From an optimization exercise on the open Yosys and OpenROAD flow, aimed at small area; shortcuts taken in it are not production practice.
In this exercise RTL edits were held to simulation tests only and were not proved equivalent to the original.
Power and IR drop assume default switching activity.

File: design/flow/design.v
module fq_div #(parameter N = 2)(
    input org_clk,
    input sys_rst_n,
    output reg div_n_clk
); 
    reg [63:0] count;
always @(posedge org_clk or negedge sys_rst_n) begin
    if (!sys_rst_n) begin
        div_n_clk <= 1'b0;
    end else if (count == N - 2) begin
        div_n_clk <= 1'b1;
    end else begin
        div_n_clk <= 1'b0;
    end
end
always @(posedge org_clk or negedge sys_rst_n) begin
    if (!sys_rst_n) begin
        count <= 0;
    end else if (count == N - 1) begin
        count <= 0;
    end else begin
        count <= count + 1;
    end
end
endmodule 
module cnt_nb #(
    parameter Max = 15,
    parameter Min = 0
)(
    input clk,
    input clk_en,
    input enable,
    input sys_rst_n,
    input U_D,  
    output reg [$clog2(Max + 1) - 1:0] cnt
);
    wire dir = U_D;
    always @(posedge clk or negedge sys_rst_n) begin
        if (!sys_rst_n) begin
            cnt <= Min;
        end else if (!clk_en) begin
            cnt <= cnt;
        end else if (!enable) begin
            cnt <= cnt;
        end else if (cnt == Max && dir == 0) begin
            cnt <= Min;
        end else if (cnt == Min && dir == 1) begin
            cnt <= Max;
        end else begin
            cnt <= (dir) ? cnt - 1 : cnt + 1;
        end
    end
endmodule
module PWM (
    input clk,
    input sys_rst_n,
    input [6:0] duty_cycle,  
    output reg out
);
wire [6:0] cnt;  
always @(*) begin
    if (!sys_rst_n) begin
        out = 0;
    end else begin
        out = (cnt <= duty_cycle);
    end
end
PWM_counter #(
    .Max(100),
    .Min(1)
) PWM_cnt (
    .clk(clk),
    .enable(1'b1),
    .sys_rst_n(sys_rst_n),
    .U_D(1'b0),  
    .cnt(cnt)
);
endmodule
module PWM_counter #(
    parameter Max = 15,
    parameter Min = 0
)(
    input clk,
    input enable,
    input sys_rst_n,
    input U_D,  
    output reg [$clog2(Max + 1) - 1:0] cnt
);
    wire dir = U_D;
    always @(posedge clk or negedge sys_rst_n) begin
        if (!sys_rst_n) begin
            cnt <= Min;
        end else if (!enable) begin
            cnt <= cnt;
        end else if (cnt == Max && dir == 0) begin
            cnt <= Min;
        end else if (cnt == Min && dir == 1) begin
            cnt <= Max;
        end else begin
            cnt <= (dir) ? cnt - 1 : cnt + 1;
        end
    end
endmodule
module top_module (
    input sys_clk,
    input sys_rst_n,
    output wire R,
    output wire G,
    output wire B
);
parameter [11:0] color_R = 12'b01_01_00_00_11_11;
parameter [11:0] color_G = 12'b00_00_11_11_01_01;
parameter [11:0] color_B = 12'b11_11_01_01_00_00;
parameter [7:0] color_init_R = 8'h32;
parameter [7:0] color_init_G = 8'h00;
parameter [7:0] color_init_B = 8'h00;
parameter state_max = 6;
parameter gradient_max = 25;
parameter duty_cycle_max = 100;
parameter N = duty_cycle_max * 100;  
reg [7:0] duty_cycle [0:2];
wire clk;
reg threshold;
wire [4:0] cnt;
wire [2:0] state;
integer i;
always @(posedge sys_clk or negedge sys_rst_n) begin
    if (!sys_rst_n)
        threshold <= 0;
    else if (!clk)
        threshold <= threshold;
    else
        threshold <= (cnt == gradient_max - 1);
end
fq_div #(.N(N)) div_clk (
    .org_clk(sys_clk),
    .sys_rst_n(sys_rst_n),
    .div_n_clk(clk)
);
cnt_nb #(.Max(gradient_max-1), .Min(0)) cnt_24 (
    .clk(sys_clk),
    .clk_en(clk),
    .sys_rst_n(sys_rst_n),
    .enable(1'b1),
    .U_D(1'b0),
    .cnt(cnt)
);
cnt_nb #(.Max(state_max-1), .Min(0)) cnt_5 (
    .clk(sys_clk),
    .clk_en(clk & ~threshold & (cnt == gradient_max - 1)),
    .sys_rst_n(sys_rst_n),
    .enable(1'b1),
    .U_D(1'b0),
    .cnt(state)
);
PWM pwmR (
    .clk(sys_clk),
    .sys_rst_n(sys_rst_n),
    .duty_cycle(duty_cycle[0]),
    .out(R)
);
PWM pwmG (
    .clk(sys_clk),
    .sys_rst_n(sys_rst_n),
    .duty_cycle(duty_cycle[1]),
    .out(G)
);
PWM pwmB (
    .clk(sys_clk),
    .sys_rst_n(sys_rst_n),
    .duty_cycle(duty_cycle[2]),
    .out(B)
);
always @(posedge sys_clk or negedge sys_rst_n) begin
    if (!sys_rst_n) begin
        duty_cycle[0] <= color_init_R;
        duty_cycle[1] <= color_init_G;
        duty_cycle[2] <= color_init_B;
    end else if (clk) begin
        for (i = 0; i < 3; i = i + 1) begin
            case ( (i == 0) ? color_R[state*2 +: 2] :
                   (i == 1) ? color_G[state*2 +: 2] :
                              color_B[state*2 +: 2] )
                2'b00: duty_cycle[i] <= duty_cycle[i];
                2'b01: duty_cycle[i] <= duty_cycle[i] + 1;
                2'b11: duty_cycle[i] <= duty_cycle[i] - 1;
                default: duty_cycle[i] <= duty_cycle[i];
            endcase
        end
    end
end
endmodule
File: design/flow/run.sh
#!/bin/bash
# synth_recipe.tcl (not shown) runs the flow's synth.tcl, then flattens the netlist and writes it again
# the make line also repeats each setting of config.mk as NAME=value (left out here)
make -C /OpenROAD-flow-scripts/flow DESIGN_CONFIG=/design/flow/config.mk WORK_HOME=/design/flow/orfs CLKGATE_MAP_FILE= SYNTH_SCRIPT=/design/flow/synth_recipe.tcl finish
File: design/flow/config.mk
export PLATFORM = sky130hd
export DESIGN_NAME = top_module
export DESIGN_NICKNAME = top_module
export VERILOG_FILES = /design/flow/design.v
export SDC_FILE = /design/flow/constraint.sdc
export NUM_CORES = 4
export LEC_CHECK = 0
export CAP_MARGIN = 20
export CORE_MARGIN = 2
export CORE_UTILIZATION = 40
export SLEW_MARGIN = 20
File: design/flow/constraint.sdc
create_clock -name core_clock -period 10.0 [get_ports {sys_clk}]
set_input_delay 2.0000 -clock core_clock [delete_from_list [all_inputs] [get_ports {sys_clk}]]
set_output_delay 2.0000 -clock core_clock [all_outputs]
set_load 0.01 [all_outputs]
==> metrics.csv <==
metric,value,unit
syn_nets,699,
synth_seq_cells,116,
io_buffers,4,
fin_worst_skew,0.0146,ns
cts.path.max_buffers,2,
synth_edf_count,0,
switching_share,0.204,
holdBufCountCts,0,
start_util,0.412,
worst_hold_startpoint,cnt_5.cnt[0],
synthFlopType,dfrtp_1,
endpoint_kind,output port,
ys_seq_area_frac,0.441,
htree_levels,4,
final_antenna_net_count,0,
vias,4758,
postCtsSetupRepairBufs,0,
cts_resized,0,
final_nets,706,
syn_area_per_cell,10.0,um^2
dr.first_iter.drc_count,249,
seq_area,2910,um^2
grt_usage,0.152,
postRouteWirelength,12.3,mm
antenna_found_initial,0,
cts_root_buf,clkbuf_16,
hp-class,reg -> reg,
grt_max_degree,77,
min_period,5.55,ns
finalCritPeriodShare,0.555,
p_sw,0.225,mW
grt_pass1_vias,4689,
slew_headroom,0.374,
drv_cap,0,
hold_violations,0,
core,16000,um^2
placed_cells,861,
num_rows,46,
wl_per_cell,13.8,um
drv_slew,0,
tightestPinTransition,0.939,ns
fillers,1514,
ir_drop,0.115,mV
worstPathMaxFanout,76,
vias_per_cell,5.33,
p_leak,3.23,nW
first_pass_iters,4,
ys_warn_count,8,
p_comb_frac,0.009,
crit_chain,buf_4 -> a21boi_0 -> clkdlybuf4s50_1,
syn2layout_area_growth,12.9,%
cp.required,8.00,ns
power,1.10,mW
place_hpwl,8.73,mm
drive_above_1_share,0.0871,
crit_type,in -> out,
max_freq,180,MHz
layout_common_cells,"dfrtp_1 (110), xnor2_1 (65), nor2_1 (58)",
final_common_cell,dfrtp_1,
finalWeightedCongestion,0.819,
fp.dieW,132,um
worst_slack,4.45,ns
clk_pin_slew,0.05,ns
cts_tree,done,
ys_types,61,
p_per_area,148,nW/um^2
outcome,timing/DRC/antenna clean,
worstSetupStartpointType,primary input,
clock-sinks,116,
synthArstFlopShare,1.00,
seq_power_share,0.427,
tns,0,ns
arrival,3.55,ns
num_antenna_cells,0,
synthCells,657,
p_int,0.876,mW
cpPeakStageDelay,0.69,ns
clk_latency,0.41,ns
chipHeight,132,um
dp_slack,4.36,ns
multi_input_area,3470,um^2
grt_pass1_wl,22.0,mm
whs,0.465,ns
p_clk_frac,0.565,
netlist_area,6600,um^2
drc,0,
cp_slowest_cell,buf_4,
stdcell_count,893,
rsz0062_at_grt,false,
ioPinCount,5,
critPathLaunch,sys_rst_n,
numCtsBuffers,17,
dieArea,17500,um^2
reg2reg_from,cnt_5.cnt[1],
grt_overflow,0,
setup-violations-final,0,
stage by stage:
stage / area [um^2] / util
global route: 7450 / 0.465
global placement: 6840 / 0.427
finish: 7450 / 0.465
detailed placement: 6840 / 0.427
CTS: 7450 / 0.465
floorplan: 6600 / -
path summary, 6_finish.rpt:
path	cells after the start	slack, ns	endpoint
max reg2reg	9	7.56	duty_cycle[2][6]
max in group asynchronous	2	7.14	pwmG.PWM_cnt.cnt[1]
min reg2reg	1	0.46	cnt_5.cnt[0]
min	1	0.46	cnt_5.cnt[0]
min in group asynchronous	1	1.73	duty_cycle[0][3]
max	3	4.45	G
power groups by stage:
| stage | combinational, mW | clock, mW | sequential, mW |
|---|---|---|---|
| floorplan | 0.000141 | 0 | 0.478 |
| global placement | 0.0105 | 0 | 0.478 |
| detailed placement | 0.0105 | 0 | 0.478 |
| CTS | 0.0105 | 0.638 | 0.470 |
| global route | 0.0117 | 0.660 | 0.470 |
| finish | 0.00948 | 0.622 | 0.470 |
cells in the mapped netlist (3+ instances only):
master    count  share of area
a21boi_0      3         0.0034
a21o_1        4         0.0046
a21oi_1      18          0.014
a22oi_1       5         0.0057
a31oi_1       3         0.0028
a32oi_1       3         0.0040
and2_1        6         0.0057
and3_1       11          0.010
and4_1        9          0.012
buf_2         3         0.0023
clkbuf_1     11         0.0063
dfrtp_1     110           0.42
dfstp_2       6          0.024
ha_1         40          0.076
inv_1        38          0.022
mux2_2        3         0.0051
mux2i_1       3         0.0046
nand2_1      36          0.020
nand2b_1      5         0.0047
nand3_1      36          0.027
nand3b_1      4         0.0046
nand4_1      34          0.032
nor2_1       58          0.033
nor2b_1       6         0.0057
nor3_1       15          0.011
nor4_1       15          0.014
nor4_2        6          0.011
o21a_1        4         0.0046
o21ai_0      14          0.011
o22ai_1       4         0.0038
xnor2_1      65          0.086
xor2_1       38          0.050
critical path, delay by kind of cell:
family          cells  cell delay [ns]
compound gates      1             0.26
buf+inv             2             1.25
layout make-up:
| cell class | count | share of cell area |
|---|---|---|
| Multi-Input combinational cell | 486 | 0.466 |
| Sequential cell | 116 | 0.391 |
| Clock buffer | 21 | 0.0618 |
| Tap cell | 216 | 0.0363 |
| Clock inverter | 11 | 0.0203 |
| Inverter | 38 | 0.0192 |
| Timing Repair Buffer | 5 | 0.00605 |
layer usage:
metal / up-vias / routed length (um) / track usage
met2: 80 / 5970 / 0.250
met5: - / 0 / 0
li1: 2348 / - / -
met1: 2320 / 5850 / 0.197
met4: 0 / 144 / 0.0484
met3: 10 / 365 / 0.0373
cell families after synthesis:
group | synth area share
flops | 0.441
mux | 0.00968
buf+inv | 0.0330
fa+ha+maj | 0.0759
compound gates | 0.0729
simple gates | 0.231
xor+xnor | 0.137
flip-flops by register name (all words and copies together), names as in the netlist:
register	count
cnt_24.cnt	5
cnt_5.cnt	3
div_clk.count	64
div_clk.div_n_clk	1
duty_cycle	21
pwmB.PWM_cnt.cnt	7
pwmG.PWM_cnt.cnt	7
pwmR.PWM_cnt.cnt	7
threshold	1

separate check: timing with driven ports:
Ports are ideal in the flow. The routed layout listed here was re-timed in OpenROAD. Step 1 assumes that a clkbuf_16 drives the clock port and a buf_2 every other input. Step 2, shift: input delay + t, output delay - t, t = (earliest + latest rising clock arrival at the registers) / 2. This alone moves slack from input paths to output paths. Three values: no drivers, after step 1, after step 2; two values: the first two.
t, ns: 0.444
slack for setup (ns): 4.452 / 4.427 / 4.427
worst hold slack (ns): 0.465 / 0.465 / 0.465
clock arrival spread, ns: 0.016 / 0.015
cell pins on the clock port's net: 1
After both steps this run still meets setup and hold. The setup slack of this run moves by -0.025 ns with the drivers and by -0.025 ns with both steps.
